Context: an optimization exercise on an open-source flow, tuned for small area, a short achievable clock period and few clock cycles per item. The choices shown serve that exercise and are no tape-out recipe.
In this exercise RTL edits were held to simulation tests only and were not proved equivalent to the original.

## job 2614
## ntt_16point
module ntt_16point(
    input wire clk,
    input wire rst,
    input wire start,
    input wire [111:0] data_in,
    output reg done,
    output wire [6:0] result_0,
    output wire [6:0] result_1,
    output wire [6:0] result_2,
    output wire [6:0] result_3,
    output wire [6:0] result_4,
    output wire [6:0] result_5,
    output wire [6:0] result_6,
    output wire [6:0] result_7,
    output wire [6:0] result_8,
    output wire [6:0] result_9,
    output wire [6:0] result_10,
    output wire [6:0] result_11,
    output wire [6:0] result_12,
    output wire [6:0] result_13,
    output wire [6:0] result_14,
    output wire [6:0] result_15
);
Size in the first run: about 2,200 cells after synthesis, about 230 I/O pins, about 29,000 sq um of cells after synthesis.
export LEC_CHECK = 0
export CAP_MARGIN = 20
export CORE_MARGIN = 2
export CORE_UTILIZATION = 65
export PLACE_DENSITY = 0.75
export SLEW_MARGIN = 20
export SYNTH_HIERARCHICAL = 1
create_clock -name core_clock -period 16.0 [get_ports {clk}]
run.sh (not shown) runs the stock make flow with config.mk's settings and CLKGATE_MAP_FILE= SYNTH_SCRIPT=/design/flow/synth_recipe.tcl, a recipe that flattens the netlist after the stock synthesis.
Testbench counts of job 2614, summed over its fixed seeds: cycles 512, transforms 512.
Changes in job 6113 relative to job 2614:
- PLACE_DENSITY removed (was 0.75)
- CORE_UTILIZATION changed from 65 to 40
==> flow/flow/run.sh (new file) <==
#!/bin/bash
set -euo pipefail
export BUFFER_PORTS_ARGS="-buffer_cell sky130_fd_sc_hd__buf_1"
bash standard.sh > flow_make.log 2>&1
==> flow/standard.sh (new file) <==
#!/bin/bash
# synth_recipe.tcl (not shown) runs the flow's synth.tcl, then flattens the netlist and writes it again
# the make line also repeats each setting of config.mk as NAME=value (left out here)
make -C /OpenROAD-flow-scripts/flow DESIGN_CONFIG=/design/flow/config.mk WORK_HOME=/design/flow/orfs CLKGATE_MAP_FILE= SYNTH_SCRIPT=/design/flow/synth_recipe.tcl "${@:-finish}"
removed: flow/run.sh
[summary]
- From job 2614 to job 6113 the numbers moved as follows: logic depth of the worst setup path including buffers saw a decrease, die outline area now larger, via count of the first global-routing pass lost 210, global-route usage shrank by 9.2 points.
- Job 6113 finished every stage and its layout cleared the timing, DRC and antenna checks.
- [compare] base=job 2614 new=job 6113: fraction of standard cell area in multi-input logic went up, number of top-level pins did not really move, post-detailed-route via-to-cell ratio went down.
Input changes introduced in job 5035 (baseline for comparison: job 6113):
==> flow/flow/run.sh <==
#!/bin/bash
set -euo pipefail
export BUFFER_PORTS_ARGS="-buffer_cell sky130_fd_sc_hd__buf_2"
bash standard.sh > flow_make.log 2>&1
- Register share of the cell area across job 6113 and job 5035: no real change.
- On time the worst path needs with I/O delays and setup, the lower figure sits with job 6113, not job 5035.
- Job 5035 has final instance area above what job 6113 had.
- Job 5035 vs job 6113, synthesis-to-layout area growth went up by 1.1 points.
- Number of standard cells after synthesis of job 5035 is on par with job 6113.
- Going from job 6113 to job 5035, the worst hold slack was found to have gone up by 0.021 ns.
- Any difference in placer's final routability congestion estimate between job 5035 and job 6113 is small enough to ignore.
- No run among job 6113 and job 5035 stopped early or left any final violation; all are clean.
- Taking job 6113 as the reference point, the non-clock buffer count of job 5035 falls by 0.44%.
- Setup WNS job 6113 -> job 5035: worse

* * *

Setup of alpha:
ntt_16point again, from the RTL that the note above started with.
Settings: LEC_CHECK=0, CAP_MARGIN=20, CORE_MARGIN=2, CORE_UTILIZATION=40, SLEW_MARGIN=20, SYNTH_HIERARCHICAL=1; clock period 16.0 ns.
Stock flow here: none of the scripts above is used.
alpha reached the final stage; the timing, DRC and antenna checks on its layout passed.
Testbench counts of alpha, summed over its fixed seeds: cycles 512, transforms 512.
Setup changes, alpha to beta
- SETUP_SLACK_MARGIN: unset -> 5
- PLACE_DENSITY: unset -> 0.75
- CORE_UTILIZATION: 40 -> 65
[summary]
The lower sequential share of cell area of beta and alpha is in beta. beta has final routed wirelength across all metal layers below what alpha had. For alpha, the capturing element of the worst setup path was result_4[6], unlike beta, where it was result_14[6]. Diff beta and alpha: worst-case headroom to the max-slew limit higher in beta. Taking beta as 1.0, alpha lands at 1.3 on horizontal extent of the die. Summary of beta over alpha: area growth from synthesis to layout now larger, fmax moved up. For beta, the first element of the critical path was r1149$_DFFE_PP_, unlike alpha, where it was r1176$_DFFE_PP_. Against alpha, post-layout instance count excluding filler cells in beta fell by a little under 10%.

## port drivers added, routing unchanged
No port has a modelled driver above. Below, the same layouts with a new extraction and two added sets of constraints.
Step 1: set_driving_cell puts a clkbuf_16 on clk and a buf_2 on each other input, an assumption about the parent block.
Step 2 times the ports against the registers' clock, not the clock port: input delays grow and output delays shrink by t, the midpoint of the rising clock arrivals with the driver on.
a / b / c = ideal ports / drivers / drivers and shift; a / b = the first two.
run	shift t [ns]	setup slack, ns	worst hold slack (ns)
job 2614	0.478	4.314 / 4.264 / 4.742	0.477 / 0.477 / 0.477
job 6113	0.480	4.685 / 4.629 / 5.109	0.473 / 0.473 / 0.473
job 5035	0.476	4.665 / 4.607 / 5.083	0.494 / 0.494 / 0.494
alpha	0.487	4.308 / 4.249 / 4.736	0.548 / 0.548 / 0.548
beta	0.477	4.869 / 4.818 / 5.090	0.477 / 0.477 / 0.477
After both steps every run listed still meets setup and hold.
